From an optimization exercise on the open Yosys and OpenROAD flow, aimed at a short achievable clock period and few clock cycles; shortcuts taken in it are not production practice. In this exercise RTL edits were held to simulation tests only and were not proved equivalent to the original. Power and IR drop assume default switching activity.

<file path="flow/config.mk">
export PLATFORM = sky130hd
export DESIGN_NAME = Pipeline_CPU
export DESIGN_NICKNAME = Pipeline_CPU
export VERILOG_FILES = /design/flow/design.v
export SDC_FILE = /design/flow/constraint.sdc
export NUM_CORES = 4
export LEC_CHECK = 0
export CAP_MARGIN = 20
export CORE_MARGIN = 2
export CORE_UTILIZATION = 40
export PLACE_DENSITY = 0.6
export SLEW_MARGIN = 20
</file>
<file path="flow/design.v">
module Adder( src1_i, src2_i, sum_o);
input	[15:0] src1_i;
input	[15:0] src2_i;
output	[15:0] sum_o;
wire	[15:0] sum_o;
assign sum_o = src1_i + src2_i;
endmodule
module Mux2to1( data0_i, data1_i, select_i, data_o );
parameter size = 16;
input wire	[size-1:0] data0_i;
input wire	[size-1:0] data1_i;
input wire	select_i;
output wire	[size-1:0] data_o;
assign data_o = (select_i)? data1_i : data0_i;
endmodule
module Mux3to1( data0_i, data1_i, data2_i, select_i, data_o );
parameter size = 16;
input wire	[size-1:0] data0_i;
input wire	[size-1:0] data1_i;
input wire	[size-1:0] data2_i;
input wire	[2-1:0] select_i;
output reg	[size-1:0] data_o;
always@(*)
begin
    case(select_i)
        2'b00:
            data_o = data0_i;
        2'b01:
            data_o = data1_i;
        2'b10:
            data_o = data2_i;
        default:
            data_o = 16'b0;
    endcase
end
endmodule
module Program_Counter( clk_i, rst_n, pc_in_i, pc_out_o, PC_write );
input           clk_i;
input	        rst_n;
input  [16-1:0] pc_in_i;
input PC_write;
output [16-1:0] pc_out_o;
reg    [16-1:0] pc_out_o;
always @(posedge clk_i or negedge rst_n)
begin
    if(~rst_n)
        pc_out_o <= 0;
    else if (PC_write)
        pc_out_o <= pc_in_i;
    else
    begin
        pc_out_o <= pc_out_o;
    end
end
endmodule
module IFIDreg (
           clk_i,
           rst_n,
           IFIDwrite_i,
           next_PC_i,
           next_PC_o,
           instr_i,
           IFIDflush_i,
           opcode_o,  
           rsaddr_ID,  
           rtaddr_ID,  
           rdaddr_ID,  
           funct_ID  
       );
input clk_i;
input rst_n;
input [15:0] next_PC_i;
input [15:0] instr_i;
input IFIDwrite_i;
input IFIDflush_i;
output reg [15:0] next_PC_o;
output reg [2:0] opcode_o;
output reg [2:0] rsaddr_ID;
output reg [2:0] rtaddr_ID;
output reg [2:0] rdaddr_ID;
output reg [3:0] funct_ID;
always@(posedge clk_i or negedge rst_n)
begin
    if(!rst_n)
    begin
        next_PC_o <= 16'b0;
        opcode_o <= 3'b0;
        rsaddr_ID <= 3'b0;
        rtaddr_ID <= 3'b0;
        rdaddr_ID <= 3'b0;
        funct_ID <= 4'b0;
    end
    else if(IFIDflush_i)
    begin
        next_PC_o <= 16'b0;
        opcode_o <= 3'b0;
        rsaddr_ID <= 3'b0;
        rtaddr_ID <= 3'b0;
        rdaddr_ID <= 3'b0;
        funct_ID <= 4'b0;
    end
    else if(IFIDwrite_i)
    begin
        next_PC_o <= next_PC_i;
        opcode_o <= instr_i[15:13];
        rsaddr_ID <= instr_i[12:10];
        rtaddr_ID <= instr_i[9:7];
        rdaddr_ID <= instr_i[6:4];
        funct_ID <= instr_i[3:0];
    end
    else
    begin
        next_PC_o <= next_PC_o;
        opcode_o <= opcode_o;
        rsaddr_ID <= rsaddr_ID;
        rtaddr_ID <= rtaddr_ID;
        rdaddr_ID <= rdaddr_ID;
        funct_ID <= funct_ID;
    end
end
endmodule
module Reg_File( clk_i, rst_n, RSaddr_i, RTaddr_i, RDaddr_i, RDdata_i, RegWrite_i, RSdata_o, RTdata_o );
input           clk_i;
input           rst_n;
input           RegWrite_i;
input  [3-1:0]  RSaddr_i;
input  [3-1:0]  RTaddr_i;
input  [3-1:0]  RDaddr_i;
input  [16-1:0] RDdata_i;
output [16-1:0] RSdata_o;
output [16-1:0] RTdata_o;   
reg  signed [16-1:0] Reg_File [1:8-1];      
wire        [16-1:0] RSdata_o;
wire        [16-1:0] RTdata_o;
assign RSdata_o = (RSaddr_i == 3'd0) ? 16'd0 :
                  (RegWrite_i && RDaddr_i == RSaddr_i) ? RDdata_i : Reg_File[RSaddr_i] ;
assign RTdata_o = (RTaddr_i == 3'd0) ? 16'd0 :
                  (RegWrite_i && RDaddr_i == RTaddr_i) ? RDdata_i : Reg_File[RTaddr_i] ;
always @( negedge rst_n or posedge clk_i  ) begin
    if(rst_n == 0) begin
	    Reg_File[1]  <= 0; Reg_File[2]  <= 0; Reg_File[3]  <= 0;
	    Reg_File[4]  <= 0; Reg_File[5]  <= 0; Reg_File[6]  <= 0; Reg_File[7]  <= 0;
	end
    else begin
        if(RegWrite_i && RDaddr_i != 3'd0) 
            Reg_File[RDaddr_i] <= RDdata_i;	
	end
end
endmodule     
module Sign_Extend( data_i, data_o );
input	[7-1:0]     data_i;
output	[16-1:0]    data_o;
wire	[16-1:0]    data_o;
assign data_o = {{9{data_i[6]}}, data_i};  
endmodule
module Zero_Filled( data_i, data_o );
input	[7-1:0] data_i;
output	[16-1:0] data_o;
wire	[16-1:0] data_o;
assign data_o = {1'b0, data_i, 8'b00000000};
endmodule
module Decoder( instr_op_i, RegWrite_o,	ALUOp_o, ALUSrc_o, RegDst_o, Branch_o, BranchType_o, MemToReg_o, MemRead_o, MemWrite_o, Jump_o);
input	[3-1:0] instr_op_i;
output			RegWrite_o;
output	[2-1:0] ALUOp_o;
output			ALUSrc_o;
output	    	RegDst_o;
output			Branch_o;
output			BranchType_o;
output			MemToReg_o;
output			MemRead_o;
output			MemWrite_o;
output			Jump_o;
wire			RegWrite_o;
wire	[2-1:0] ALUOp_o;
wire			ALUSrc_o;
wire	    	RegDst_o;
wire			Branch_o;
wire			BranchType_o;
wire			MemToReg_o;
wire			MemRead_o;
wire			MemWrite_o;
wire			Jump_o;
reg [1:0] ALUOp;
reg regwrite;
reg alusrc;
reg regdst;
reg branch;
reg branch_type;
reg jump;
reg memread;
reg memwrite;
reg memtoreg;
always@(*)
begin
    case(instr_op_i)
        3'b000:
        begin  
            ALUOp = 2'b10;
            regwrite = 1'b1;
            alusrc = 1'b0;
            regdst = 1'b1;
            branch = 1'b0;
            branch_type = 1'b0;
            jump = 1'b0;
            memread = 1'b0;
            memwrite = 1'b0;
            memtoreg = 1'b0;
        end
        3'b001:
        begin  
            ALUOp = 2'b00;
            regwrite = 1'b1;
            alusrc = 1'b1;
            regdst = 1'b0;
            branch = 1'b0;
            branch_type = 1'b0;
            jump = 1'b0;
            memread = 1'b0;
            memwrite = 1'b0;
            memtoreg = 1'b0;
        end
        3'b010:
        begin  
            ALUOp = 2'b11;
            regwrite = 1'b1;
            alusrc = 1'b0;
            regdst = 1'b0;
            branch = 1'b0;
            branch_type = 1'b0;
            jump = 1'b0;
            memread = 1'b0;
            memwrite = 1'b0;
            memtoreg = 1'b0;
        end
        3'b011:
        begin  
            ALUOp = 2'b00;
            regwrite = 1'b1;
            alusrc = 1'b1;
            regdst = 1'b0;
            branch = 1'b0;
            branch_type = 1'b0;
            jump = 1'b0;
            memread = 1'b1;
            memwrite = 1'b0;
            memtoreg = 1'b1;
        end
        3'b100:
        begin  
            ALUOp = 2'b00;
            regwrite = 1'b0;
            alusrc = 1'b1;
            regdst = 1'b0;
            branch = 1'b0;
            branch_type = 1'b0;
            jump = 1'b0;
            memread = 1'b0;
            memwrite = 1'b1;
            memtoreg = 1'b0;
        end
        3'b101:
        begin  
            ALUOp = 2'b01;
            regwrite = 1'b0;
            alusrc = 1'b0;
            regdst = 1'b0;
            branch = 1'b1;
            branch_type = 1'b0;
            jump = 1'b0;
            memread = 1'b0;
            memwrite = 1'b0;
            memtoreg = 1'b0;
        end
        3'b110:
        begin  
            ALUOp = 2'b01;
            regwrite = 1'b0;
            alusrc = 1'b0;
            regdst = 1'b0;
            branch = 1'b1;
            branch_type = 1'b1;
            jump = 1'b0;
            memread = 1'b0;
            memwrite = 1'b0;
            memtoreg = 1'b0;
        end
        3'b111:
        begin  
            ALUOp = 2'b00;
            regwrite = 1'b0;
            alusrc = 1'b0;
            regdst = 1'b0;
            branch = 1'b0;
            branch_type = 1'b0;
            jump = 1'b1;
            memread = 1'b0;
            memwrite = 1'b0;
            memtoreg = 1'b0;
        end
    endcase
end
assign RegWrite_o = regwrite;
assign ALUOp_o = ALUOp;
assign ALUSrc_o = alusrc;
assign RegDst_o = regdst;
assign Branch_o = branch;
assign BranchType_o = branch_type;
assign Jump_o = jump;
assign MemRead_o = memread;
assign MemWrite_o = memwrite;
assign MemToReg_o = memtoreg;
endmodule
module Data_Hazard(
           rsaddr_ID,
           rtaddr_ID,
           RDaddr_EX,
           RDaddr_MEM,
           RegWrite_EX,
           RegWrite_MEM,
           DataHazard
       );
input [2:0] rsaddr_ID;
input [2:0] rtaddr_ID;
input [2:0] RDaddr_EX;
input [2:0] RDaddr_MEM;
input RegWrite_EX;
input RegWrite_MEM;
output reg DataHazard;
always@(*)
begin
    if(RegWrite_EX && ((rsaddr_ID == RDaddr_EX) | | (rtaddr_ID == RDaddr_EX)) && (RDaddr_EX != 3'b0))
    begin
        DataHazard = 1'b1;
    end
    else if (RegWrite_MEM)
    begin
        if(((rsaddr_ID == RDaddr_MEM) | | (rtaddr_ID == RDaddr_MEM)) && (RDaddr_MEM != 3'b0))
        begin
            DataHazard = 1'b1;
        end
        else
        begin
            DataHazard = 1'b0;
        end
    end
    else
    begin
        DataHazard = 1'b0;
    end
end
endmodule
module IDEXreg(
           clk_i,
           rst_n,
           PC_in_ID,
           PC_out_EX,
           RegWrite_ID,
           RegWrite_EX,
           MemtoReg_ID,
           MemtoReg_EX,
           MemRead_ID,
           MemRead_EX,
           MemWrite_ID,
           MemWrite_EX,
           Branch_ID,
           Branch_EX,
           BranchType_ID,
           BranchType_EX,
           ALUOp_ID,
           ALUOp_EX,
           ALUSrc_ID,
           ALUSrc_EX,
           Jump_ID,
           Jump_EX,
           RegDst_ID,
           RegDst_EX,
           rsdata_ID,
           rsdata_EX,
           rtdata_ID,
           rtdata_EX,
           ZeroFilled_ID,
           ZeroFilled_EX,
           SignExtend_ID,
           SignExtend_EX,
           rsaddr_ID,
           rsaddr_EX,
           rtaddr_ID,
           rtaddr_EX,
           rdaddr_ID,
           rdaddr_EX,
           funct_ID,
           funct_EX,
           IDEXflush
       );
input clk_i;
input rst_n;
input [15:0] PC_in_ID;
input RegWrite_ID;
input    MemtoReg_ID;
input     MemRead_ID;
input   MemWrite_ID;
input     Branch_ID;
input     BranchType_ID;
input  [1:0] ALUOp_ID;
input   ALUSrc_ID;
input   Jump_ID;
input    RegDst_ID;
input [15:0]   rsdata_ID;
input  [15:0]  rtdata_ID;
input [15:0]    ZeroFilled_ID;
input [15:0]    SignExtend_ID;
input [2:0]    rsaddr_ID;
input [2:0]    rtaddr_ID;
input [2:0]    rdaddr_ID;
input [3:0]   funct_ID;
input   IDEXflush;
output reg [15:0] PC_out_EX;
output reg RegWrite_EX;
output  reg   MemtoReg_EX;
output   reg   MemRead_EX;
output  reg  MemWrite_EX;
output  reg    Branch_EX;
output  reg    BranchType_EX;
output reg  [1:0] ALUOp_EX;
output  reg  ALUSrc_EX;
output  reg  Jump_EX;
output reg    RegDst_EX;
output reg  [15:0]   rsdata_EX;
output reg  [15:0]  rtdata_EX;
output  reg [15:0]    ZeroFilled_EX;
output reg [15:0]    SignExtend_EX;
output reg [2:0]    rsaddr_EX;
output reg [2:0]    rtaddr_EX;
output reg [2:0]    rdaddr_EX;
output reg [3:0]   funct_EX;
always@(posedge clk_i or negedge rst_n)
begin
    if(!rst_n)
    begin
        PC_out_EX <= 16'b0;
        RegWrite_EX <= 1'b0;
        MemtoReg_EX <= 1'b0;
        MemRead_EX <= 1'b0;
        MemWrite_EX <= 1'b0;
        Branch_EX <= 1'b0;
        BranchType_EX <= 1'b0;
        ALUOp_EX <= 2'b0;
        ALUSrc_EX <= 1'b0;
        Jump_EX <= 1'b0;
        RegDst_EX <= 1'b0;
        rsdata_EX <= 16'b0;
        rtdata_EX <= 16'b0;
        ZeroFilled_EX <= 16'b0;
        SignExtend_EX <= 16'b0;
        rsaddr_EX <= 3'b0;
        rtaddr_EX <= 3'b0;
        rdaddr_EX <= 3'b0;
        funct_EX <= 4'b0;
    end
    else if(IDEXflush)
    begin
        PC_out_EX <= 16'b0;
        RegWrite_EX <= 1'b0;
        MemtoReg_EX <= 1'b0;
        MemRead_EX <= 1'b0;
        MemWrite_EX <= 1'b0;
        Branch_EX <= 1'b0;
        BranchType_EX <= 1'b0;
        ALUOp_EX <= 2'b0;
        ALUSrc_EX <= 1'b0;
        Jump_EX <= 1'b0;
        RegDst_EX <= 1'b0;
        rsdata_EX <= 16'b0;
        rtdata_EX <= 16'b0;
        ZeroFilled_EX <= 16'b0;
        SignExtend_EX <= 16'b0;
        rsaddr_EX <= 3'b0;
        rtaddr_EX <= 3'b0;
        rdaddr_EX <= 3'b0;
        funct_EX <= 4'b0;
    end
    else
    begin
        PC_out_EX <= PC_in_ID;
        RegWrite_EX <= RegWrite_ID;
        MemtoReg_EX <= MemtoReg_ID;
        MemRead_EX <= MemRead_ID;
        MemWrite_EX <=  MemWrite_ID;
        Branch_EX <= Branch_ID;
        BranchType_EX <= BranchType_ID;
        ALUOp_EX <= ALUOp_ID;
        ALUSrc_EX <= ALUSrc_ID;
        Jump_EX <= Jump_ID;
        RegDst_EX <= RegDst_ID;
        rsdata_EX <= rsdata_ID;
        rtdata_EX <= rtdata_ID;
        ZeroFilled_EX <= ZeroFilled_ID;
        SignExtend_EX <= SignExtend_ID;
        rsaddr_EX <= rsaddr_ID;
        rtaddr_EX <= rtaddr_ID;
        rdaddr_EX <= rdaddr_ID;
        funct_EX <= funct_ID;
    end
end
endmodule
module ALU_Ctrl( funct_i, ALUOp_i, ALU_operation_o, FURslt_o);
input      [4-1:0] funct_i;
input      [2-1:0] ALUOp_i;
output     [4-1:0] ALU_operation_o;
output     [2-1:0] FURslt_o;
wire		[4-1:0] ALU_operation_o;
wire		[2-1:0] FURslt_o;
reg [3:0] aluop;
reg [1:0] furslt;
always@(*)
begin
    if(ALUOp_i == 2'b10)
    begin  
        case(funct_i)
            4'b0000:
            begin  
                aluop = 4'b0010;
                furslt = 2'b00;
            end
            4'b0001:
            begin  
                aluop = 4'b0110;
                furslt = 2'b00;
            end
            4'b0010:
            begin  
                aluop = 4'b0000;
                furslt = 2'b00;
            end
            4'b0011:
            begin  
                aluop = 4'b0001;
                furslt = 2'b00;
            end
            4'b0100:
            begin  
                aluop = 4'b1100;
                furslt = 2'b00;
            end
            4'b0101:
            begin  
                aluop = 4'b0111;
                furslt = 2'b00;
            end
            4'b0110:
            begin  
                aluop = 4'b1000;  
                furslt = 2'b01;
            end
            4'b0111:
            begin  
                aluop = 4'b0000;
                furslt = 2'b01;
            end
            default:
            begin  
                aluop = 4'b1111;
                furslt = 2'b00;
            end
        endcase
    end
    else if(ALUOp_i == 2'b00)
    begin  
        aluop = 4'b0010;
        furslt = 2'b00;
    end
    else if(ALUOp_i == 2'b11)
    begin  
        aluop = 4'b0010;
        furslt = 2'b10;
    end
    else
    begin  
        aluop = 4'b0110;
        furslt = 2'b00;
    end
end
assign ALU_operation_o = aluop;
assign FURslt_o = furslt;
endmodule
module ALU( aluSrc1, aluSrc2, ALU_operation_i, result, zero, overflow );
input	signed [15:0]  aluSrc1;
input	signed [15:0]  aluSrc2;
input	[4-1:0] ALU_operation_i;
output	[15:0]  result;
output		    zero;
output		    overflow;
wire		    zero;
wire            overflow;
wire    [16-1:0]result;
reg [15:0] result_1;
always@(*)
begin
    case(ALU_operation_i)
        4'b0010:
        begin
            result_1 = aluSrc1 + aluSrc2;
        end
        4'b0110:
        begin
            result_1 = aluSrc1 - aluSrc2;
        end
        4'b0000:
        begin
            result_1 = aluSrc1 & aluSrc2;
        end
        4'b0001:
        begin
            result_1 = aluSrc1 | aluSrc2;
        end
        4'b1100:
        begin
            result_1 = ~(aluSrc1 | aluSrc2);
        end
        4'b0111:
        begin
            result_1 = (aluSrc1 < aluSrc2)? 16'b1:16'b0;
        end
        default:
        begin
            result_1 = 16'b0;
        end
    endcase
end
assign result = result_1;
assign zero = (result == 16'b0)? 1'b1 : 1'b0;
assign overflow = (aluSrc1[15] & aluSrc2[15] & ~result[15]) | (~aluSrc1[15] & ~aluSrc2[15] & result[15]);
endmodule
module Shifter( result, leftRight, sftSrc );
output	[16-1:0] result;
input			leftRight;
input	[16-1:0] sftSrc ;
wire	[16-1:0] result;
assign result = (leftRight)? {sftSrc[14:0], 1'b0} : {1'b0, sftSrc[15:1]};
endmodule
module Shift_Left_one( data_i, data_o );
input  [16-1:0] data_i;
output [16-1:0] data_o;
wire   [16-1:0] data_o;
assign data_o = {data_i[14:0], 1'b0};
endmodule
module Shift_Left_one_extend( data_i, data_o );
input  [13-1:0] data_i;
output [14-1:0] data_o;
wire   [14-1:0] data_o;
assign data_o = {data_i, 1'b0};
endmodule
module ControlHazard(
           PCSrc,
           Jump_EX,
           ControlHazard
       );
input PCSrc;
input Jump_EX;
output ControlHazard;
assign ControlHazard = PCSrc | Jump_EX;
endmodule
module EXMEMreg(
           clk_i,
           rst_n,
           RegWrite_EX,  
           RegWrite_MEM,
           MemtoReg_EX,
           MemtoReg_MEM,
           MemRead_EX,
           MemRead_MEM,
           MemWrite_EX,
           MemWrite_MEM,
           RDaddr_EX,
           RDaddr_MEM,
           FUResult_EX,
           FUResult_MEM,
           rtdata_EX,
           rtdata_MEM
       );
input clk_i;
input rst_n;
input RegWrite_EX;
input MemtoReg_EX;
input MemRead_EX;
input MemWrite_EX;
input [2:0] RDaddr_EX;
input [15:0] FUResult_EX;
input [15:0] rtdata_EX;
output reg RegWrite_MEM;
output reg MemtoReg_MEM;
output reg MemRead_MEM;
output reg MemWrite_MEM;
output reg [2:0] RDaddr_MEM;
output reg [15:0] FUResult_MEM;
output reg [15:0] rtdata_MEM;
always@(posedge clk_i or negedge rst_n)
begin
    if(!rst_n)
    begin
        RegWrite_MEM <= 1'b0;
        MemtoReg_MEM <= 1'b0;
        MemRead_MEM <= 1'b0;
        MemWrite_MEM <= 1'b0;
        RDaddr_MEM <= 3'b0;
        FUResult_MEM <= 16'b0;
        rtdata_MEM <= 16'b0;
    end
    else
    begin
        RegWrite_MEM <= RegWrite_EX;
        MemtoReg_MEM <= MemtoReg_EX;
        MemRead_MEM <= MemRead_EX;
        MemWrite_MEM <= MemWrite_EX;
        RDaddr_MEM <= RDaddr_EX;
        FUResult_MEM <= FUResult_EX;
        rtdata_MEM <= rtdata_EX;
    end
end
endmodule
module MEMWBreg(
           clk_i,
           rst_n,
           RegWrite_MEM,
           RegWrite_WB,
           MemtoReg_MEM,
           MemtoReg_WB,
           RDaddr_MEM,
           RDaddr_WB,
           Mem_Readdata_MEM,
           Mem_Readdata_WB,
           FUResult_MEM,
           FUResult_WB
       );
input clk_i;
input rst_n;
input RegWrite_MEM;
input MemtoReg_MEM;
input [2:0] RDaddr_MEM;
input [15:0] Mem_Readdata_MEM;
input [15:0] FUResult_MEM;
output reg RegWrite_WB;
output reg MemtoReg_WB;
output reg [2:0] RDaddr_WB;
output reg [15:0] Mem_Readdata_WB;
output reg [15:0] FUResult_WB;
always@(posedge clk_i or negedge rst_n)
begin
    if(!rst_n)
    begin
        RegWrite_WB <= 1'b0;
        MemtoReg_WB <= 1'b0;
        RDaddr_WB <= 3'b0;
        Mem_Readdata_WB <= 16'b0;
        FUResult_WB <= 16'b0;
    end
    else
    begin
        RegWrite_WB <= RegWrite_MEM;
        MemtoReg_WB <= MemtoReg_MEM;
        RDaddr_WB <= RDaddr_MEM;
        Mem_Readdata_WB <= Mem_Readdata_MEM;
        FUResult_WB <= FUResult_MEM;
    end
end
endmodule
module Pipeline_CPU( clk_i, rst_n, imem_addr_o, imem_data_i,
                     dmem_addr_o, dmem_wdata_o, dmem_we_o, dmem_re_o, dmem_rdata_i );
input         clk_i;
input         rst_n;
output [15:0] imem_addr_o;    
input  [15:0] imem_data_i;    
output [15:0] dmem_addr_o;    
output [15:0] dmem_wdata_o;   
output        dmem_we_o;      
output        dmem_re_o;      
input  [15:0] dmem_rdata_i;   
wire Jump_EX;
wire DataHazard;
wire ControlHazard;
wire [2:0] RDaddr_MEM;
wire RegWrite_EX;
wire RegWrite_MEM;
wire [2:0] RDaddr_WB;
wire [15:0] RDdata_WB;
wire RegWrite_WB;
wire [15:0] Mem_Readdata_MEM;
wire [16-1:0] PC_in;
wire [16-1:0] PC_ReadAddress;
wire [16-1:0] PCadder1_sum;
wire [16-1:0] PCadder2_sum;
wire [16-1:0] Instruction;
wire  [3-1:0] RDaddr_EX;
wire [16-1:0] RDdata;
wire [16-1:0] RSdata;
wire [16-1:0] RTdata;
wire  [4-1:0] ALU_operation;
wire  [2-1:0] FUResult_Select;
wire [16-1:0] FUResult_EX;
wire [16-1:0] ALU_src2;
wire Zero;
wire Overflow;
wire [16-1:0] ALU_result;
wire ZERO;
wire PCSrc;
wire [16-1:0] Shifter_result;
wire [16-1:0] SE_shiftleft1;
wire [16-1:0] PC_branch;
wire [14-1:0] Jump_shiftleft1;
wire [16-1:0] PC_jump;
Mux2to1 mux1(
            .data0_i(PCadder1_sum),  
            .data1_i(PCadder2_sum),  
            .select_i(PCSrc),  
            .data_o(PC_branch)
        );
Mux2to1 mux2(
            .data0_i(PC_branch),
            .data1_i(PC_jump),  
            .select_i(Jump_EX),  
            .data_o(PC_in)
        );
wire PC_write;
Program_Counter PC(
                    .clk_i(clk_i),
                    .rst_n(rst_n),
                    .pc_in_i(PC_in) ,
                    .pc_out_o(PC_ReadAddress),
                    .PC_write(PC_write)
                );
assign PC_write = (DataHazard & ~ControlHazard)? 1'b0 : 1'b1;  
Adder adder_2(
          .src1_i(PC_ReadAddress),
          .src2_i(16'd2),
          .sum_o(PCadder1_sum)
      );
assign imem_addr_o = PC_ReadAddress;
assign Instruction = imem_data_i;
wire [15:0] PC_add_2_ID;
wire IFID_flush;  
wire IFIDwrite;
wire [2:0] opcode_ID;
wire [2:0] rsaddr_ID;
wire [2:0] rtaddr_ID;
wire [2:0] rdaddr_ID;
wire [3:0] funct_ID;
IFIDreg  IF_IDreg(
             .clk_i(clk_i),
             .rst_n(rst_n),
             .IFIDwrite_i(IFIDwrite),
             .next_PC_i(PCadder1_sum),
             .next_PC_o(PC_add_2_ID),
             .instr_i(Instruction),
             .IFIDflush_i(IFID_flush),
             .opcode_o(opcode_ID),  
             .rsaddr_ID(rsaddr_ID),  
             .rtaddr_ID(rtaddr_ID),  
             .rdaddr_ID(rdaddr_ID),  
             .funct_ID(funct_ID)  
         );
assign IFIDwrite = (DataHazard)? 1'b0 : 1'b1;  
assign IFID_flush = ControlHazard;  
wire [15:0] rsdata_ID;  
wire [15:0] rtdata_ID;  
Reg_File RF(
             .clk_i(clk_i),
             .rst_n(rst_n) ,
             .RSaddr_i(rsaddr_ID) ,
             .RTaddr_i(rtaddr_ID) ,
             .RDaddr_i(RDaddr_WB) ,   
             .RDdata_i(RDdata_WB)  ,  
             .RegWrite_i(RegWrite_WB),  
             .RSdata_o(rsdata_ID) , 
             .RTdata_o(rtdata_ID) 
         );
wire [6:0] instr_6_0 = {rdaddr_ID, funct_ID};
wire [16-1:0] SignExtend_ID;
Sign_Extend se(
                .data_i(instr_6_0),
                .data_o(SignExtend_ID)
            );
wire [16-1:0] ZeroFilled_ID;
Zero_Filled ZF(
                .data_i(instr_6_0),
                .data_o(ZeroFilled_ID)
            );
wire 	        RegDst_ID;
wire 			RegWrite_ID;
wire	[2-1:0] ALUOp_ID;
wire	        ALUSrc_ID;
wire	        Branch_ID;
wire		MemtoReg_ID;
wire		BranchType_ID;
wire		Jump_ID;
wire		MemRead_ID;
wire		MemWrite_ID;
Decoder dec(
            .instr_op_i(opcode_ID),
            .RegWrite_o(RegWrite_ID),
            .MemToReg_o(MemtoReg_ID),
            .MemRead_o(MemRead_ID),
            .MemWrite_o(MemWrite_ID),
            .ALUOp_o(ALUOp_ID),
            .ALUSrc_o(ALUSrc_ID),
            .RegDst_o(RegDst_ID),
            .Branch_o(Branch_ID),
            .BranchType_o(BranchType_ID),
            .Jump_o(Jump_ID)
        );
Data_Hazard DH(
                .rsaddr_ID(rsaddr_ID),
                .rtaddr_ID(rtaddr_ID),
                .RDaddr_EX(RDaddr_EX),
                .RDaddr_MEM(RDaddr_MEM),
                .RegWrite_EX(RegWrite_EX),
                .RegWrite_MEM(RegWrite_MEM),
                .DataHazard(DataHazard)
            );
wire [15:0] PC_out_EX;
wire MemtoReg_EX;
wire MemRead_EX;
wire MemWrite_EX;
wire Branch_EX;
wire BranchType_EX;
wire [1:0] ALUOp_EX;
wire ALUSrc_EX;
wire RegDst_EX;
wire [15:0] rsdata_EX;
wire [15:0] rtdata_EX;
wire [15:0] ZeroFilled_EX;
wire [15:0] SignExtend_EX;
wire [2:0] rsaddr_EX;
wire [2:0] rtaddr_EX;
wire [2:0] rdaddr_EX;
wire [3:0] funct_EX;
wire IDEXflush;
IDEXreg IDEX_reg(
            .clk_i(clk_i),
            .rst_n(rst_n),
            .PC_in_ID(PC_add_2_ID),
            .PC_out_EX(PC_out_EX),
            .RegWrite_ID(RegWrite_ID),
            .RegWrite_EX(RegWrite_EX),
            .MemtoReg_ID(MemtoReg_ID),
            .MemtoReg_EX(MemtoReg_EX),
            .MemRead_ID(MemRead_ID),
            .MemRead_EX(MemRead_EX),
            .MemWrite_ID(MemWrite_ID),
            .MemWrite_EX(MemWrite_EX),
            .Branch_ID(Branch_ID),
            .Branch_EX(Branch_EX),
            .BranchType_ID(BranchType_ID),
            .BranchType_EX(BranchType_EX),
            .ALUOp_ID(ALUOp_ID),
            .ALUOp_EX(ALUOp_EX),
            .ALUSrc_ID(ALUSrc_ID),
            .ALUSrc_EX(ALUSrc_EX),
            .Jump_ID(Jump_ID),
            .Jump_EX(Jump_EX),
            .RegDst_ID(RegDst_ID),
            .RegDst_EX(RegDst_EX),
            .rsdata_ID(rsdata_ID),
            .rsdata_EX(rsdata_EX),
            .rtdata_ID(rtdata_ID),
            .rtdata_EX(rtdata_EX),
            .ZeroFilled_ID(ZeroFilled_ID),
            .ZeroFilled_EX(ZeroFilled_EX),
            .SignExtend_ID(SignExtend_ID),
            .SignExtend_EX(SignExtend_EX),
            .rsaddr_ID(rsaddr_ID),  
            .rsaddr_EX(rsaddr_EX),
            .rtaddr_ID(rtaddr_ID),  
            .rtaddr_EX(rtaddr_EX),
            .rdaddr_ID(rdaddr_ID), 
            .rdaddr_EX(rdaddr_EX),
            .funct_ID(funct_ID),  
            .funct_EX(funct_EX),
            .IDEXflush(IDEXflush)
        );
assign IDEXflush = DataHazard | ControlHazard;  
ALU_Ctrl AC(
             .funct_i(funct_EX),
             .ALUOp_i(ALUOp_EX),
             .ALU_operation_o(ALU_operation),
             .FURslt_o(FUResult_Select)
         );
assign ZERO = (BranchType_EX)? ~Zero : Zero;
assign PCSrc = Branch_EX & ZERO;
wire [15:0] ALU_Source2;
Mux2to1 MBALU(
            .data0_i(rtdata_EX),
            .data1_i(SignExtend_EX),
            .select_i(ALUSrc_EX),
            .data_o(ALU_Source2)
        );
ALU alu_main(
        .aluSrc1(rsdata_EX),
        .aluSrc2(ALU_Source2),
        .ALU_operation_i(ALU_operation),
        .result(ALU_result),
        .zero(Zero),
        .overflow(Overflow)
    );
Shifter sf(
            .result(Shifter_result),
            .leftRight(ALU_operation[3]),
            .sftSrc(ALU_Source2)
        );
Mux3to1 mux4(
            .data0_i(ALU_result),
            .data1_i(Shifter_result),
            .data2_i(ZeroFilled_EX),
            .select_i(FUResult_Select),
            .data_o(FUResult_EX)
        );
wire [12:0] instr_12_0;
assign instr_12_0 = {rsaddr_EX, rtaddr_EX, rdaddr_EX, funct_EX};
Shift_Left_one_extend sl1e(
                          .data_i(instr_12_0),
                          .data_o(Jump_shiftleft1)
                      );
assign PC_jump = {PC_out_EX[15:14], Jump_shiftleft1};  
Shift_Left_one sl1(
                   .data_i(SignExtend_EX),
                   .data_o(SE_shiftleft1)
               );
Adder adder_sl1(
          .src1_i(PC_out_EX),
          .src2_i(SE_shiftleft1),
          .sum_o(PCadder2_sum)  
      );
assign RDaddr_EX = (RegDst_EX)? rdaddr_EX : rtaddr_EX;  
ControlHazard CH(
                  .PCSrc(PCSrc),
                  .Jump_EX(Jump_EX),
                  .ControlHazard(ControlHazard)
              );
wire MemtoReg_MEM;
wire MemRead_MEM;
wire MemWrite_MEM;
wire [15:0] FUResult_MEM;
wire [15:0] rtdata_MEM;
EXMEMreg EXMEM_reg(
             .clk_i(clk_i),
             .rst_n(rst_n),
             .RegWrite_EX(RegWrite_EX),  
             .RegWrite_MEM(RegWrite_MEM),
             .MemtoReg_EX(MemtoReg_EX),
             .MemtoReg_MEM(MemtoReg_MEM),
             .MemRead_EX(MemRead_EX),
             .MemRead_MEM(MemRead_MEM),
             .MemWrite_EX(MemWrite_EX),
             .MemWrite_MEM(MemWrite_MEM),
             .RDaddr_EX(RDaddr_EX),
             .RDaddr_MEM(RDaddr_MEM),
             .FUResult_EX(FUResult_EX),
             .FUResult_MEM(FUResult_MEM),
             .rtdata_EX(rtdata_EX),
             .rtdata_MEM(rtdata_MEM)
         );
assign dmem_addr_o = FUResult_MEM;
assign dmem_wdata_o = rtdata_MEM;
assign dmem_we_o = MemWrite_MEM;
assign dmem_re_o = MemRead_MEM;
assign Mem_Readdata_MEM = dmem_rdata_i;
wire MemtoReg_WB;
wire [15:0] Mem_Readdata_WB;
wire [15:0] FUResult_WB;
MEMWBreg MEMWB_reg(
             .clk_i(clk_i),
             .rst_n(rst_n),
             .RegWrite_MEM(RegWrite_MEM),
             .RegWrite_WB(RegWrite_WB),
             .MemtoReg_MEM(MemtoReg_MEM),
             .MemtoReg_WB(MemtoReg_WB),
             .RDaddr_MEM(RDaddr_MEM),
             .RDaddr_WB(RDaddr_WB),
             .Mem_Readdata_MEM(Mem_Readdata_MEM),
             .Mem_Readdata_WB(Mem_Readdata_WB),
             .FUResult_MEM(FUResult_MEM),
             .FUResult_WB(FUResult_WB)
         );
Mux2to1 mux5(
            .data0_i(FUResult_WB),
            .data1_i(Mem_Readdata_WB),
            .select_i(MemtoReg_WB),
            .data_o(RDdata_WB)
        );
endmodule
</file>
<file path="flow/constraint.sdc">
create_clock -name core_clock -period 7.0 [get_ports {clk_i}]
set_input_delay 1.4000 -clock core_clock [delete_from_list [all_inputs] [get_ports {clk_i}]]
set_output_delay 1.4000 -clock core_clock [all_outputs]
set_load 0.01 [all_outputs]
</file>
<file path="flow/run.sh">
#!/bin/bash
# synth_recipe.tcl (not shown) runs the flow's synth.tcl, then flattens the netlist and writes it again
# the make line also repeats each setting of config.mk as NAME=value (left out here)
make -C /OpenROAD-flow-scripts/flow DESIGN_CONFIG=/design/flow/config.mk WORK_HOME=/design/flow/orfs CLKGATE_MAP_FILE= SYNTH_SCRIPT=/design/flow/synth_recipe.tcl finish
</file>
==> impl_metrics.yaml <==
outcome:
  status: "timing/DRC/antenna clean"
yosys:
  synth_cells: 1844
  synth_compound_area_frac: 0.1952
  syn_nets: 1954
  synthSimpleGateAreaFrac: 0.1586
  ys_warn_count: 12
  synthesis.area_um2: 17140
  synth_ff_type: "dfrtp_1"
  synthDistinctLibCells: 90
  synthArstFlopShare: 1.000
  synth.avg_cell_area_um2: 9.297
  synth_seq_cells: 306
  yosysSeqAreaShare: 0.4467
  synth_top_family_by_area: "compound AO/OA/AOI/OAI gates"
  synthMuxAreaShare: 0.06474
  synth-xor-area-share: 0.02912
  synth_edf_count: 0
  synth_fa_ha_area_frac: 0.05678
worst_setup_path:
  max_stage_delay_ns: 0.61
  cp_max_fo: 29
  cp_cell_sequence: "clkinv_1 -> a21oi_1 -> ha_1 -> nor4_1 -> or3_1 -> o22ai_2 -> a2111oi_4 -> o221a_2 -> o22ai_1 -> or4_4 -> nor4_4 -> mux2_4 -> nor3_2 -> buf_4 -> and3_1"
  criticalPathCategory: "reg -> reg"
  worst_setup_path_start_kind: "register"
  cp.required_ns: 7.49
  cp-end-kind: "register"
  crit_path_top_delay_cell: "dfrtp_1"
  crit_arrival_ns: 6.25
route:
  vias_per_cell: 5.778
  routedWlPerCell_um: 22.13
  finalWirelength_um: 54090
  dr.pass1.iters: 5
  vias: 14122
  ant_nets: 0
  dr.first_iter.drc_count: 1151
  drc: 0
timing:
  fmax_mhz: 173.5
  fin_crit_ns: 5.762
  period_share: 0.8232
  setup_tns_ns: 0
  final-hold-violation-count: 0
  rsz0062_at_grt: "no"
  tightest_slew_ns: 1.183
  finClkSkew_ns: 0.02812
  timing.slew.headroom: 0.2113
  maxSlewViolCount: 0
  finalSetupViolCount: 0
min_path:
  min_path_type: "reg -> reg"
finish:
  regMostFlops: "RF.Reg_File"
  largest_reg_flops: 112
  insertedDiodeCount: 0
  area_growth_pct: 15.46
  drive_gt1_frac: 0.08766
  nets: 1986
cts:
  clockRootBuffer: "clkbuf_16"
  cts_resized: 0
  cts_sinks: 306
  cts.clk_slew.worst_paths_ns: 0.06
  clockBufferDepth: 3
  numCtsBuffers: 37
  cts_tree: "yes"
  clkLatencyLatePin_ns: 0.56
  post_cts_buffers: 0
  htree_levels: 2
  holdBufCountCts: 0
pwr:
  p_total_mw: 12.08
  power_leakage_nw: 8.575
  powerDensity_nw_per_um2: 610.1
  peakVddDrop_mv: 0.3496
global_routing:
  gr-usage-all-layers: 0.2455
  grt_max_degree: 145
  grt_remaining_overflow: 0
  antenna_found_initial: 0
  grt_pass1_wl_um: 83530
  grt_pass1_vias: 13880
placed_design:
  dpl.hpwl_um: 37000
  io_buffers: 83
  gp_congestion: 0.9377
floorplan:
  rows: 75
  die_x_um: 211.0
  ioPinCount: 84
  start_util: 0.4069
  core_um2: 42130
  dieArea_um2: 44530
  die_h_um: 211.0
run:
  drv_cap: 0
## placed cells by master (no fill, tap or decap), types with 12 or more instances in the layout
| cell | count |
|---|---|
| dfrtp_1 | 304 |
| nor2_1 | 248 |
| a21oi_1 | 179 |
| nand2_1 | 169 |
| o21ai_0 | 125 |
| clkdlybuf4s50_1 | 82 |
| ha_1 | 73 |
| inv_1 | 69 |
| mux2i_1 | 62 |
| xnor2_1 | 43 |
| clkbuf_16 | 38 |
| nand3_1 | 37 |
| buf_4 | 37 |
| a211oi_1 | 34 |
| and2_1 | 27 |
| nor3_1 | 26 |
| a221oi_1 | 24 |
| mux4_2 | 18 |
| and3_1 | 17 |
| o211ai_1 | 14 |
| xor2_1 | 14 |
| o21a_1 | 13 |
| a21o_1 | 12 |
| nor2b_1 | 12 |
## power by group
group / total (mW) / internal (mW) / switching (mW) / leakage [nW]
registers: 3.20 / 2.56 / 0.639 / 3.81
logic: 6.80 / 2.58 / 4.22 / 4.11
clock network: 2.08 / 1.30 / 0.781 / 0.648
total: 12.1 / 6.43 / 5.64 / 8.57
## critical path, delay by kind of cell, from the launching register on
kind	cells	cell delay [ns]
AOI/OAI and AO/OA	5	1.27
adders and majority gates	1	0.43
buffers and inverters	2	0.68
DFF	1	0.61
muxes	1	0.50
and+or+nand+nor	6	2.20
## cell type report
cell class              count  area (µm²)
fillers                  3989       22340
multi-input cells        1338        8722
flip-flops and latches    306        7660
repair buffers            121        1134
clock buffers              53        1067
well taps                 539       674.4
inverters                  72       270.3
clock inverters            15       267.8
## per-layer routing
metal	vias up	part of all wire	global-route usage
met2	464	0.46	0.3933
met1	6991	0.45	0.3453
met5	-	0	0
li1	6576	-	-
met4	0	0.028	0.07722
met3	91	0.057	0.03360
## worst paths after layout
kind | startpoint | to | slack, ns | depth (start not counted)
worst max-delay path | IDEX_reg.ALUSrc_EX$_DFF_PN0_ | IDEX_reg.MemWrite_EX$_DFF_PN0_ | 1.24 | 15
worst min-delay path | IDEX_reg.MemtoReg_EX$_DFF_PN0_ | EXMEM_reg.MemtoReg_MEM$_DFF_PN0_ | 0.35 | 0
worst max register to register | IDEX_reg.ALUSrc_EX$_DFF_PN0_ | IDEX_reg.MemWrite_EX$_DFF_PN0_ | 1.24 | 15
worst min register to register | IDEX_reg.MemtoReg_EX$_DFF_PN0_ | EXMEM_reg.MemtoReg_MEM$_DFF_PN0_ | 0.35 | 0
max in group asynchronous | rst_n | EXMEM_reg.rtdata_MEM[1]$_DFF_PN0_ | 4.75 | 2
min in group asynchronous | rst_n | MEMWB_reg.FUResult_WB[12]$_DFF_PN0_ | 0.89 | 1
## synthesized netlist by cell type (8+ instances only)
cell type  count  area [µm²]
a31oi_1        9       56.30
o221ai_1       9       78.83
o21a_1        13       97.59
and2_1        27       168.9
nand4_1        8       50.05
buf_1         11       41.29
a21oi_1      179       895.9
a211oi_1      34       255.2
inv_1         69       259.0
mux2i_1       63       630.6
a221o_1        8       80.08
nand3_1       37       185.2
dfrtp_1      306        7657
clkbuf_1      96       360.4
nand2_1      169       634.4
and3_1        17       106.4
o21ai_0      126       630.6
a221oi_1      24       210.2
a22oi_1       10       75.07
nor4_1         8       50.05
o31ai_1        8       60.06
o211ai_1      14       105.1
ha_1          73       913.4
nor2b_1       12       75.07
nand2b_1      10       62.56
a21o_1        12       90.09
buf_2         14       70.07
xnor2_1       43       376.6
nor3_1        28       140.1
nor2_1       248       930.9
mux4_2        18       405.4
xor2_1        14       122.6
## per-stage QoR
step / worst slack [ns] / instances / hold WS [ns] / instance area, µm² / utilization
6_report: 1.238 / 2444 / 0.3499 / 19800 / 0.4698
3_3_place_gp: 1.393 / 2376 / 0.3374 / 18460 / 0.4380
4_1_cts: 1.280 / 2444 / 0.3465 / 19800 / 0.4698
5_1_grt: 0.8461 / 2444 / 0.3791 / 19800 / 0.4698
2_1_floorplan: 1.996 / 1844 / 0.3312 / 17140 / -
3_5_place_dp: 1.292 / 2376 / 0.3365 / 18460 / 0.4381
## logic make-up (layout without fill, tap and decap cells)
kind of cell               count (synthesis)  after routing
and+or+nand+nor                          600            600
AOI/OAI and AO/OA                        518            518
buffers and inverters                    200            261
muxes                                     87             87
adders and majority gates                 76             76
xor gates and xnor gates                  57             57
DFF                                      306            306
Testbench counts, summed over its fixed seeds: cycles 34,208.

-- port drivers added, routing unchanged --
The flow's constraints put no driver on any port. The routed layout listed below was extracted and timed again, unchanged, in two steps.
Step 1: set_driving_cell puts a clkbuf_16 on clk_i and a buf_2 on each other input, an assumption about the parent block.
Step 2 also shifts input and output timing later by t, the mid clock arrival at the registers, as if the neighbouring blocks saw the same clock.
Slacks: ideal ports / drivers / drivers and shift; pairs: ideal ports / drivers.
t, ns: 0.590
slack for setup (ns): 1.238 / 1.238 / 1.238
worst data-port slew with drivers (ns): 0.05
After both steps this run still meets setup and hold. For this run, drivers alone change the setup slack by 0.000 ns; drivers and shift together by 0.000 ns.
